This design comes from an exercise in tuning for small area, a short achievable clock period and few clock cycles on the open sky130 flow, not from production work. Only simulation tests tie the RTL to the original design; equivalence was not proved. Power is estimated from default activity; no workload was simulated.

## Cache
module Cache
#(
  parameter SIZE = 8*4*64,
  parameter NWAYS = 4,
  parameter NSETS = 8,
  parameter BLOCK_SIZE = 64,
  parameter WIDTH = 32,
  parameter MWIDTH = 64,
  parameter INDEX_WIDTH = 3,
  parameter TAG_WIDTH = 26,
  parameter OFFSET_WIDTH = 3,
  parameter WORD1 = 3,
  parameter WORD2 = 7
)
(
  input  wire                      clk,
  input  wire                      reset_n,
  input  wire [WIDTH-1:0]          address,
  input  wire [WIDTH-1:0]          din,
  input  wire                      rden,
  input  wire                      wren,
  output wire                      hit_miss,
  output wire [WIDTH-1:0]          q,
  output wire [MWIDTH-1:0]         mdout,
  output wire [WIDTH-1:0]          mrdaddress,
  output wire                      mrden,
  output wire [WIDTH-1:0]          mwraddress,
  output wire                      mwren,
  input  wire [MWIDTH-1:0]         mq
);
For scale: roughly 8400 cells after synthesis, roughly 3200 flip-flops, about 130000 sq um of cells after synthesis.
==> flow/config.mk <==
export PLATFORM = sky130hd
export DESIGN_NAME = Cache
export DESIGN_NICKNAME = Cache
export VERILOG_FILES = /design/flow/design.v
export SDC_FILE = /design/flow/constraint.sdc
export NUM_CORES = 4
export LEC_CHECK = 0
export ABC_CLOCK_PERIOD_IN_PS = 3500
export CAP_MARGIN = 20
export CORE_MARGIN = 2
export CORE_UTILIZATION = 50
export CTS_CLUSTER_DIAMETER = 60
export CTS_CLUSTER_SIZE = 30
export SETUP_SLACK_MARGIN = 5
export SLEW_MARGIN = 20
export TNS_END_PERCENT = 20
==> flow/constraint.sdc <==
create_clock -name core_clock -period 8.5 [get_ports {clk}]
set_input_delay 1.7000 -clock core_clock [delete_from_list [all_inputs] [get_ports {clk}]]
set_output_delay 1.7000 -clock core_clock [all_outputs]
set_load 0.01 [all_outputs]
standard.sh (not shown) runs the stock make flow with config.mk's settings and CLKGATE_MAP_FILE= SYNTH_SCRIPT=/design/flow/synth_recipe.tcl, a recipe that flattens the netlist after the stock synthesis.
==> flow/flow/run.sh <==
#!/bin/bash
# Layout flow: the standard layout (standard.sh: the standard synthesis and the
# ORFS flow to the final layout), with two ORFS variables set on the make command line:
#  - BUFFER_PORTS_ARGS: the buffer every input and output port gets is
#    sky130_fd_sc_hd__buf_4, not the resizer's default pick (the delay cell
#    clkdlybuf4s50_1, which adds about 0.6 ns to every output path);
#  - MATCH_CELL_FOOTPRINT=0: timing repair may resize a cell to one of another footprint.
# Synthesis, floorplan, power grid, placement, clock tree and routing are otherwise
# the standard flow's. ORFS writes each step's log under orfs/logs/; make's own output
# goes to standard_flow.log here.
set -euo pipefail
bash standard.sh MATCH_CELL_FOOTPRINT=0 "BUFFER_PORTS_ARGS=-buffer_cell sky130_fd_sc_hd__buf_4" finish > standard_flow.log 2>&1
Testbench counts at the start, summed over its fixed seeds: cycles 43,660.
==> next run, changes <==
==> flow/run.sh (new file) <==
#!/bin/bash
# synth_recipe.tcl (not shown) runs the flow's synth.tcl, then flattens the netlist and writes it again
# the make line also repeats each setting of config.mk as NAME=value (left out here)
make -C /OpenROAD-flow-scripts/flow DESIGN_CONFIG=/design/flow/config.mk WORK_HOME=/design/flow/orfs CLKGATE_MAP_FILE= SYNTH_SCRIPT=/design/flow/synth_recipe.tcl finish
- CTS_CLUSTER_DIAMETER: 60 -> unset
- CTS_CLUSTER_SIZE: 30 -> unset
removed: flow/flow/run.sh
removed: flow/standard.sh
After rerunning:
- register-to-register slack degrades by 80 ps
- setup slack improves by 44 ps
- wire length goes up by a few percent
- total power went up by roughly a tenth
==> next run, changes <==
==> flow/flow/run.sh (new file) <==
#!/bin/bash
# Layout flow: the standard layout (standard.sh: the standard synthesis and the
# ORFS flow to the final layout), with two ORFS variables set on the make command line:
#  - BUFFER_PORTS_ARGS: the buffer every input and output port gets is
#    sky130_fd_sc_hd__buf_4, not the resizer's default pick (the delay cell
#    clkdlybuf4s50_1, which adds about 0.6 ns to every output path);
#  - MATCH_CELL_FOOTPRINT=0: timing repair may resize a cell to one of another footprint.
# Synthesis, floorplan, power grid, placement, clock tree and routing are otherwise
# the standard flow's. ORFS writes each step's log under orfs/logs/; make's own output
# goes to standard_flow.log here.
set -euo pipefail
bash standard.sh MATCH_CELL_FOOTPRINT=0 "BUFFER_PORTS_ARGS=-buffer_cell sky130_fd_sc_hd__buf_4" finish > standard_flow.log 2>&1
==> flow/standard.sh (new file) <==
#!/bin/bash
# synth_recipe.tcl (not shown) runs the flow's synth.tcl, then flattens the netlist and writes it again
# the make line also repeats each setting of config.mk as NAME=value (left out here)
make -C /OpenROAD-flow-scripts/flow DESIGN_CONFIG=/design/flow/config.mk WORK_HOME=/design/flow/orfs CLKGATE_MAP_FILE= SYNTH_SCRIPT=/design/flow/synth_recipe.tcl "${@:-finish}"
removed: flow/run.sh
Result:
- via count falls by 1.7%
- worst setup slack is better by 14 ps
- first-iteration DRC count came out lower by 10%
- global-route usage went down by 0.37 points
- total power shrinks by 0.66%
- critical path depth goes up by 7
- clock power is about the same
- wire length came out lower by 3.1%
- worst hold slack got worse by 51 ps
- cell area went down by 1.3%

## the reference run
The RTL this note starts from:
==> flow/design.v <==
module Cache
#(
  parameter SIZE = 8*4*64,
  parameter NWAYS = 4,
  parameter NSETS = 8,
  parameter BLOCK_SIZE = 64,
  parameter WIDTH = 32,
  parameter MWIDTH = 64,
  parameter INDEX_WIDTH = 3,
  parameter TAG_WIDTH = 26,
  parameter OFFSET_WIDTH = 3,
  parameter WORD1 = 3,
  parameter WORD2 = 7
)
(
  input  wire                      clk,
  input  wire                      reset_n,
  input  wire [WIDTH-1:0]          address,
  input  wire [WIDTH-1:0]          din,
  input  wire                      rden,
  input  wire                      wren,
  output wire                      hit_miss,
  output wire [WIDTH-1:0]          q,
  output wire [MWIDTH-1:0]         mdout,
  output wire [WIDTH-1:0]          mrdaddress,
  output wire                      mrden,
  output wire [WIDTH-1:0]          mwraddress,
  output wire                      mwren,
  input  wire [MWIDTH-1:0]         mq
);
  wire [2:0]  s  = address[5:3];
  wire [25:0] t  = address[31:6];
  wire        hi = address[2];
  wire [7:0]  sd = 8'd1 << s;           
  reg  [7:0]  vld0, vld1, vld2, vld3;
  reg  [7:0]  drt0, drt1, drt2, drt3;
  reg  [7:0]  o01, o02, o03, o12, o13, o23;
  reg         m1, m2;
  reg  [3:0]  way_r;                    
  reg         wb_r;                     
  reg         pw;                       
  reg         pw_hi;
  reg  [31:0] pw_din;
  reg         hm_r;
  reg  [31:0] q_r;
  reg         mrden_r, mwren_r;
  reg  [28:0] mra_r;                    
  reg  [25:0] mwa_r;
  reg  [63:0] mdout_r;
  wire req = (rden | wren) & ~m1 & ~m2;
  wire [7:0] sd_r = 8'd1 << mra_r[2:0];  
  wire [3:0]  hit_w;
  wire [3:0]  v_s = {|(vld3 & sd), |(vld2 & sd), |(vld1 & sd), |(vld0 & sd)};
  wire [3:0]  d_s = {|(drt3 & sd), |(drt2 & sd), |(drt1 & sd), |(drt0 & sd)};
  wire [7:0]  vldw [0:3];
  assign vldw[0] = vld0;
  assign vldw[1] = vld1;
  assign vldw[2] = vld2;
  assign vldw[3] = vld3;
  wire [31:0] wd_lo = m2 ? ((wren & ~hi) ? din : mq[31:0])  : pw_din;
  wire [31:0] wd_hi = m2 ? ((wren &  hi) ? din : mq[63:32]) : pw_din;
  wire        we_lo = m2 | (pw & ~pw_hi);
  wire        we_hi = m2 | (pw &  pw_hi);
  wire [25:0] tsel [0:3];
  wire [63:0] bsel [0:3];
  genvar gw, gs;
  generate
    for (gw = 0; gw < 4; gw = gw + 1) begin : W
      wire [8*26-1:0] tv;
      wire [8*64-1:0] dv;
      wire [7:0]      match;
      for (gs = 0; gs < 8; gs = gs + 1) begin : S
        reg  [31:0] dlo, dhi;
        reg  [25:0] tg;
        wire        wsel = way_r[gw] & sd_r[gs];
        always @(posedge clk) begin
          if (wsel & we_lo) dlo <= wd_lo;
          if (wsel & we_hi) dhi <= wd_hi;
          if (wsel & m2)    tg  <= t;
        end
        assign tv[gs*26 +: 26] = tg;
        assign dv[gs*64 +: 64] = {dhi, dlo};
        assign match[gs] = vldw[gw][gs] & (tg == t);
      end
      assign hit_w[gw] = |(match & sd);
      reg [25:0] ts;
      reg [63:0] bs;
      integer k;
      always @(*) begin
        ts = 26'd0;
        bs = 64'd0;
        for (k = 0; k < 8; k = k + 1) begin
          ts = ts | ({26{sd[k]}} & tv[k*26 +: 26]);
          bs = bs | ({64{sd[k]}} & dv[k*64 +: 64]);
        end
      end
      assign tsel[gw] = ts;
      assign bsel[gw] = bs;
    end
  endgenerate
  wire b01 = |(o01 & sd), b02 = |(o02 & sd), b03 = |(o03 & sd);
  wire b12 = |(o12 & sd), b13 = |(o13 & sd), b23 = |(o23 & sd);
  wire hit  = |hit_w;
  wire miss = req & ~hit;
  wire whit = req & wren & hit;
  reg  [3:0] vh;
  always @(*) begin
    if      (!v_s[0]) vh = 4'b0001;
    else if (!v_s[1]) vh = 4'b0010;
    else if (!v_s[2]) vh = 4'b0100;
    else if (!v_s[3]) vh = 4'b1000;
    else if (!b01 & !b02 & !b03) vh = 4'b0001;
    else if ( b01 & !b12 & !b13) vh = 4'b0010;
    else if ( b02 &  b12 & !b23) vh = 4'b0100;
    else vh = 4'b1000;
  end
  wire [3:0] ah = hit_w | (vh & {4{~hit}});
  wire [3:0]  sel = m1 ? way_r : hit_w;
  reg  [63:0] bw;
  reg  [25:0] tw;
  integer j;
  always @(*) begin
    bw = 64'd0;
    tw = 26'd0;
    for (j = 0; j < 4; j = j + 1) begin
      bw = bw | ({64{sel[j]}} & bsel[j]);
      tw = tw | ({26{sel[j]}} & tsel[j]);
    end
  end
  wire fwd = pw & (s == mra_r[2:0]) & (hi == pw_hi) & |(hit_w & way_r);
  assign hit_miss   = hm_r;
  assign q          = q_r;
  assign mrden      = mrden_r;
  assign mrdaddress = {mra_r, 3'b000};
  assign mwren      = mwren_r;
  assign mwraddress = {mwa_r, mra_r[2:0], 3'b000};
  assign mdout      = mdout_r;
  integer k;
  always @(posedge clk or negedge reset_n) begin
    if (!reset_n) begin
      vld0 <= 8'h00; vld1 <= 8'h00; vld2 <= 8'h00; vld3 <= 8'h00;
      drt0 <= 8'h00; drt1 <= 8'h00; drt2 <= 8'h00; drt3 <= 8'h00;
      o01 <= 8'hff; o02 <= 8'hff; o03 <= 8'hff;
      o12 <= 8'hff; o13 <= 8'hff; o23 <= 8'h00;
      m1 <= 1'b0;
      m2 <= 1'b0;
      pw <= 1'b0;
      hm_r <= 1'b0;
      mrden_r <= 1'b0;
      mwren_r <= 1'b0;
    end else begin
      m1 <= miss;
      m2 <= m1;
      pw <= whit;
      mrden_r <= miss;
      mwren_r <= m1 & wb_r;
      hm_r <= (req & hit) | m2;
      for (k = 0; k < 8; k = k + 1) begin
        if (req & sd[k]) begin
          if (ah[0] | ah[1]) o01[k] <= ah[0];
          if (ah[0] | ah[2]) o02[k] <= ah[0];
          if (ah[0] | ah[3]) o03[k] <= ah[0];
          if (ah[1] | ah[2]) o12[k] <= ah[1];
          if (ah[1] | ah[3]) o13[k] <= ah[1];
          if (ah[2] | ah[3]) o23[k] <= ah[2];
        end
        if (miss & sd[k]) begin
          if (vh[0]) vld0[k] <= 1'b1;
          if (vh[1]) vld1[k] <= 1'b1;
          if (vh[2]) vld2[k] <= 1'b1;
          if (vh[3]) vld3[k] <= 1'b1;
        end
        if (sd[k] & ((miss & vh[0]) | (whit & hit_w[0]))) drt0[k] <= wren;
        if (sd[k] & ((miss & vh[1]) | (whit & hit_w[1]))) drt1[k] <= wren;
        if (sd[k] & ((miss & vh[2]) | (whit & hit_w[2]))) drt2[k] <= wren;
        if (sd[k] & ((miss & vh[3]) | (whit & hit_w[3]))) drt3[k] <= wren;
      end
    end
  end
  always @(posedge clk) begin
    if (req) way_r <= ah;
    if (miss) wb_r <= |(vh & d_s);
    pw_hi   <= hi;
    pw_din  <= din;
    mra_r   <= address[31:3];
    mwa_r   <= tw;
    mdout_r <= bw;
    q_r <= m2  ? (hi ? mq[63:32] : mq[31:0]) :
           fwd ? pw_din :
                 (hi ? bw[63:32] : bw[31:0]);
  end
endmodule
clock: 8.5 ns
lec_check: 0
abc_clock_period_in_ps: 3500
cap_margin: 20
core_margin: 2
core_utilization: 60
setup_slack_margin: 5
slew_margin: 20
tns_end_percent: 20
run.sh (not shown) runs the stock make flow with config.mk's settings and CLKGATE_MAP_FILE= SYNTH_SCRIPT=/design/flow/synth_recipe.tcl, a recipe that flattens the netlist after the stock synthesis.
Stock flow here: none of the scripts above is used.
The flow completed for the reference run, but it is not clean: the layout still shows capacitance limit, slew limit.
Testbench counts of the reference run, summed over its fixed seeds: cycles 43,660.
Input-level comparison between the trial run and the reference run:
-- flow/config.mk --
<<< the reference run, line 11
export CORE_UTILIZATION = 60
export SETUP_SLACK_MARGIN = 5
>>> the trial run, line 11
export CORE_UTILIZATION = 50
export SETUP_SLACK_MARGIN = 4.8
### Flow results
Final cell area excluding filler cells went down slightly going from the reference run to the trial run.
Compared the trial run vs the reference run, and met3 global-route usage is down in the trial run.
Diff the trial run and the reference run: area share of buffers outside the clock network lower in the trial run
Internal power contribution delta (the trial run − the reference run): favourable
The trial run finished every stage and its layout cleared the timing, design-rule and antenna checks.

## separate check: timing with driven ports
Ports are ideal in the flow. The routed layouts listed here were re-timed in OpenROAD. Step 1: set_driving_cell puts a clkbuf_16 on clk and a buf_2 on each other input, an assumption about the parent block. Step 2 times the ports against the registers' clock, not the clock port: input delays grow and output delays shrink by t, the midpoint of the rising clock arrivals with the driver on. a / b / c = ideal / step 1 / step 2; a / b = the first two.
run	t (ns)	setup slack, ns	hold slack, ns	worst slew at a driven data input, ns
the first run of note 1	1.011	4.626 / 4.545 / 3.534	0.448 / 0.448 / 0.448	0.47
the second run of note 1	1.060	4.671 / 4.650 / 3.589	0.494 / 0.494 / 0.494	0.39
the third run of note 1	1.059	4.685 / 4.399 / 3.340	0.443 / 0.443 / 0.443	0.41
the reference run	1.052	4.561 / 4.365 / 3.313	0.463 / 0.463 / 0.463	0.36
the trial run	1.059	4.679 / 4.583 / 3.532	0.484 / 0.484 / 0.484	0.39
The setup slack of the third run of note 1, which loses most, moves by -0.286 ns with the drivers and by -1.345 ns with both steps.
